Context: an optimization exercise on an open-source flow, tuned for small area, a short achievable clock period and few clock cycles. The choices shown serve that exercise and are no tape-out recipe. Power and IR drop assume default switching activity.

==> run G <==
==> flow/design.v <==
`timescale 1ns / 1ps
module full_reciprocal(
input logic clk,
input logic rst,  
input logic start,
output logic ready,
input logic [15:0] input0,
output logic [23:0] output0  
);
localparam int FL = 16;           
localparam int XW = FL - 1;       
localparam int KMAX = 1 << (20 - FL);
logic          busy;   
logic          first;  
logic [15:0]   x;      
logic [XW:0]   p;      
logic [19:0]   q;      
logic [19:0]   res;    
assign output0 = {4'b0, res};
logic          ta_e;    
logic [3:0]    ta_q;    
logic [5:0]    rowa;
logic [16:8]  ta_ge;   
assign rowa = input0[15:10];
always_comb begin
	ta_ge[8] = rowa <= 6'd63;
	ta_ge[9] = rowa <= 6'd55;
	ta_ge[10] = rowa <= 6'd50;
	ta_ge[11] = rowa <= 6'd45;
	ta_ge[12] = rowa <= 6'd41;
	ta_ge[13] = rowa <= 6'd38;
	ta_ge[14] = rowa <= 6'd35;
	ta_ge[15] = rowa <= 6'd33;
	ta_ge[16] = 1'b0;
	ta_q = '0;
	for (int k = 8; k <= 15; k++)
		if (ta_ge[k] & ~ta_ge[k+1]) ta_q = ta_q | 4'(k);
end
assign ta_e = (rowa >= 6'd32) & ~((rowa == 6'd32) | (rowa == 6'd34) | (rowa == 6'd36) | (rowa == 6'd39) | (rowa == 6'd42) | (rowa == 6'd46) | (rowa == 6'd51) | (rowa == 6'd56));
logic fast;
assign fast = |x[15:FL-1];
logic [KMAX+1:8] t;    
always_comb begin
	for (int k = 8; k <= KMAX; k++) t[k] = ({4'b0, x} <= 20'(524288 / k));
	t[KMAX+1] = 1'b0;
end
logic [19:0] fq;
always_comb begin
	fq = '0;
	for (int k = 8; k <= KMAX; k++)
		if (t[k] & ~t[k+1]) fq = fq | 20'(k);
end
logic [XW-1:0] xs;     
logic [XW-1:0] msk;    
logic [XW-1:0] msb;    
assign xs = x[XW-1:0];
always_comb begin
	msk[XW-1] = xs[XW-1];
	for (int i = XW-2; i >= 0; i--) msk[i] = msk[i+1] | xs[i];
	msb = xs & ~(msk >> 1);
end
logic [XW-1:0] r1;
assign r1 = (-xs) & msk;
logic [XW+1:0] diff;
logic          qb;
logic [XW-1:0] r;
assign diff = {1'b0, p} - {2'b0, xs};
assign qb   = ~diff[XW+1];
assign r    = qb ? diff[XW-1:0] : p[XW-1:0];
logic        pow2;
logic [19:0] xrev;
always_ff @(posedge clk) pow2 <= (xs & (xs - 1'b1)) == '0;
always_comb begin
	xrev = '0;
	for (int i = 0; i < XW; i++) xrev[19-i] = xs[i];
end
logic tdone, fdone, sdone;
assign tdone = ~busy & start & ta_e;
assign fdone = first & fast;
assign sdone = busy & ~first & q[19];
always_ff @(posedge clk) begin
	if (!busy)
		x <= input0;
	if (first) begin
		p <= {r1, 1'b0};
		q <= {{(18-XW){1'b0}}, msb, 2'b01};
	end else begin
		p <= {r, 1'b0};
		q <= {q[18:0], qb};
	end
	if (!rst) begin
		if (sdone)
			res <= pow2 ? xrev : {q[18:0], qb};
		else if (fdone)
			res <= fq;
		else if (tdone)
			res <= 20'(ta_q);
	end
	if (rst) begin
		busy  <= 1'b0;
		first <= 1'b0;
		ready <= 1'b0;
	end else begin
		busy  <= busy ? ~(fdone | sdone) : start & ~ta_e;
		first <= ~busy & start & ~ta_e;
		ready <= fdone | sdone | tdone;
	end
end
endmodule
==> flow/flow/run.sh <==
#!/bin/bash
set -euo pipefail
MARGIN=$(cat flow/margin.txt)
bash standard.sh SETUP_SLACK_MARGIN=$MARGIN finish > standard_flow.log 2>&1
==> flow/flow/margin.txt <==
5.5
==> flow/standard.sh <==
#!/bin/bash
# synth_recipe.tcl (not shown) runs the flow's synth.tcl, then flattens the netlist and writes it again
# the make line also repeats each setting of config.mk as NAME=value (left out here)
make -C /OpenROAD-flow-scripts/flow DESIGN_CONFIG=/design/flow/config.mk WORK_HOME=/design/flow/orfs CLKGATE_MAP_FILE= SYNTH_SCRIPT=/design/flow/synth_recipe.tcl "${@:-finish}"
==> flow/config.mk <==
export PLATFORM = sky130hd
export DESIGN_NAME = full_reciprocal
export DESIGN_NICKNAME = full_reciprocal
export VERILOG_FILES = /design/flow/design.v
export SDC_FILE = /design/flow/constraint.sdc
export NUM_CORES = 4
export LEC_CHECK = 0
export CAP_MARGIN = 20
export CORE_MARGIN = 2
export CORE_UTILIZATION = 40
export SLEW_MARGIN = 20
==> flow/constraint.sdc <==
create_clock -name core_clock -period 8.0 [get_ports {clk}]
set_input_delay 1.6000 -clock core_clock [delete_from_list [all_inputs] [get_ports {clk}]]
set_output_delay 1.6000 -clock core_clock [all_outputs]
set_load 0.01 [all_outputs]
==> inputs of run E, as changes to run G <==
==> flow/design.v (replaced) <==
`timescale 1ns / 1ps
module full_reciprocal(
input logic clk,
input logic rst,  
input logic start,
output logic ready,
input logic [15:0] input0,
output logic [23:0] output0  
);
localparam int FL = 16;           
localparam int XW = FL - 1;       
localparam int KMAX = 1 << (20 - FL);
logic          busy;
logic [XW-1:0] x;      
logic [XW:0]   p;      
logic [19:0]   q;      
logic [19:0]   res;    
assign output0 = {4'b0, res};
logic fast;
assign fast = |input0[15:FL-1];
logic [KMAX+1:8] t;    
always_comb begin
	for (int k = 8; k <= KMAX; k++) t[k] = ({4'b0, input0} <= 20'(524288 / k));
	t[KMAX+1] = 1'b0;
end
logic [19:0] fq;
always_comb begin
	fq = '0;
	for (int k = 8; k <= KMAX; k++)
		if (t[k] & ~t[k+1]) fq = fq | 20'(k);
end
logic [33:16] t2;      
always_comb begin
	for (int k = 16; k <= 32; k++) t2[k] = ({5'b0, x} <= 20'(524288 / k));
	t2[33] = 1'b0;
end
logic [19:0] fq2;
always_comb begin
	fq2 = '0;
	for (int k = 16; k <= 32; k++)
		if (t2[k] & ~t2[k+1]) fq2 = fq2 | 20'(k);
end
logic [XW-1:0] xi;     
logic [XW:0]   ihi;    
logic [XW-1:0] ilo;    
logic [XW-1:0] imsk;   
logic [XW:0]   p0;
assign xi = input0[XW-1:0];
always_comb begin
	ihi[XW] = 1'b0;
	for (int i = XW-1; i >= 0; i--) ihi[i] = ihi[i+1] | xi[i];
	ilo[0] = 1'b0;
	for (int i = 1; i < XW; i++) ilo[i] = ilo[i-1] | xi[i-1];
	for (int i = 0; i < XW; i++) imsk[i] = ihi[i+1] | (xi[i] & ilo[i]);
	p0 = {imsk, 1'b1} & ~{1'b0, imsk};
end
logic [XW+1:0] diff;
logic          qb;
logic [XW-1:0] r;
assign diff = {1'b0, p} - {2'b0, x};
assign qb   = ~diff[XW+1];
assign r    = qb ? diff[XW-1:0] : p[XW-1:0];
logic done, done2;
assign done  = busy & q[19];
assign done2 = busy & x[XW-1];
always_ff @(posedge clk) begin
	if (!busy) begin
		x <= input0[XW-1:0];
		p <= p0;
		q <= {{(19-XW){1'b0}}, p0};
	end else begin
		p <= {r, 1'b0};
		q <= {q[18:0], qb};
	end
	if (!rst) begin
		if (done2)
			res <= fq2;
		else if (done)
			res <= {q[18:0], qb};
		else if (!busy && start && fast)
			res <= fq;
	end
	if (rst) begin
		busy  <= 1'b0;
		ready <= 1'b0;
	end else begin
		busy  <= busy ? ~(done | done2) : start & ~fast;
		ready <= done | done2 | (~busy & start & fast);
	end
end
endmodule
==> flow/run.sh (new file) <==
#!/bin/bash
# synth_recipe.tcl (not shown) runs the flow's synth.tcl, then flattens the netlist and writes it again
# the make line also repeats each setting of config.mk as NAME=value (left out here)
make -C /OpenROAD-flow-scripts/flow DESIGN_CONFIG=/design/flow/config.mk WORK_HOME=/design/flow/orfs CLKGATE_MAP_FILE= SYNTH_SCRIPT=/design/flow/synth_recipe.tcl finish
--- a/flow/config.mk
+++ b/flow/config.mk
@@ -9,3 +9,4 @@
 export CORE_MARGIN = 2
 export CORE_UTILIZATION = 40
+export SETUP_SLACK_MARGIN = 5
 export SLEW_MARGIN = 20
removed: flow/flow/run.sh
removed: flow/flow/margin.txt
removed: flow/standard.sh
==> comparison <==
Between run E and run G, the lower via count is in run G (gap 16%, measured against run G). Of run E and run G, run G has the higher hold slack (gap 0.016 ns). Of run G and run E, run G has the higher total power (gap 78%, measured against run E). Of run E and run G, run E has the higher die area (gap about 6%, measured against run G). Against run E, the utilization of run G is higher by 1.2 points. Against run G, the combinational power of run E is smaller by about 80%. Clock power: run E is larger than run G (about 2%).
No run of this note included a check of the RTL's function; only the layout flow was run.

==> separate check: timing with driven ports <==
The flow's constraints put no driver on any port. The routed layouts listed below were extracted and timed again, unchanged, in two steps. Step 1 sets driving cells, clkbuf_16 on the clock port and buf_2 on the other inputs (assumed; they add their load-dependent delay and slew). Step 2 also shifts input and output timing later by t, the mid clock arrival at the registers, as if the neighbouring blocks saw the same clock. Three values: no drivers, after step 1, after step 2; two values: the first two.
run	t (ns)	slack for setup (ns)	hold WS [ns]	worst data-port slew with drivers (ns)	pins driven straight from the clock port
run G	0.375	5.173 / 5.164 / 4.789	0.457 / 0.457 / 0.457	0.06	1
run E	0.363	4.575 / 4.562 / 4.199	0.441 / 0.441 / 0.441	0.06	1
After both steps setup and hold are still met in every run listed. For run G, which loses most, drivers alone change the setup slack by -0.009 ns; drivers and shift together by -0.384 ns.
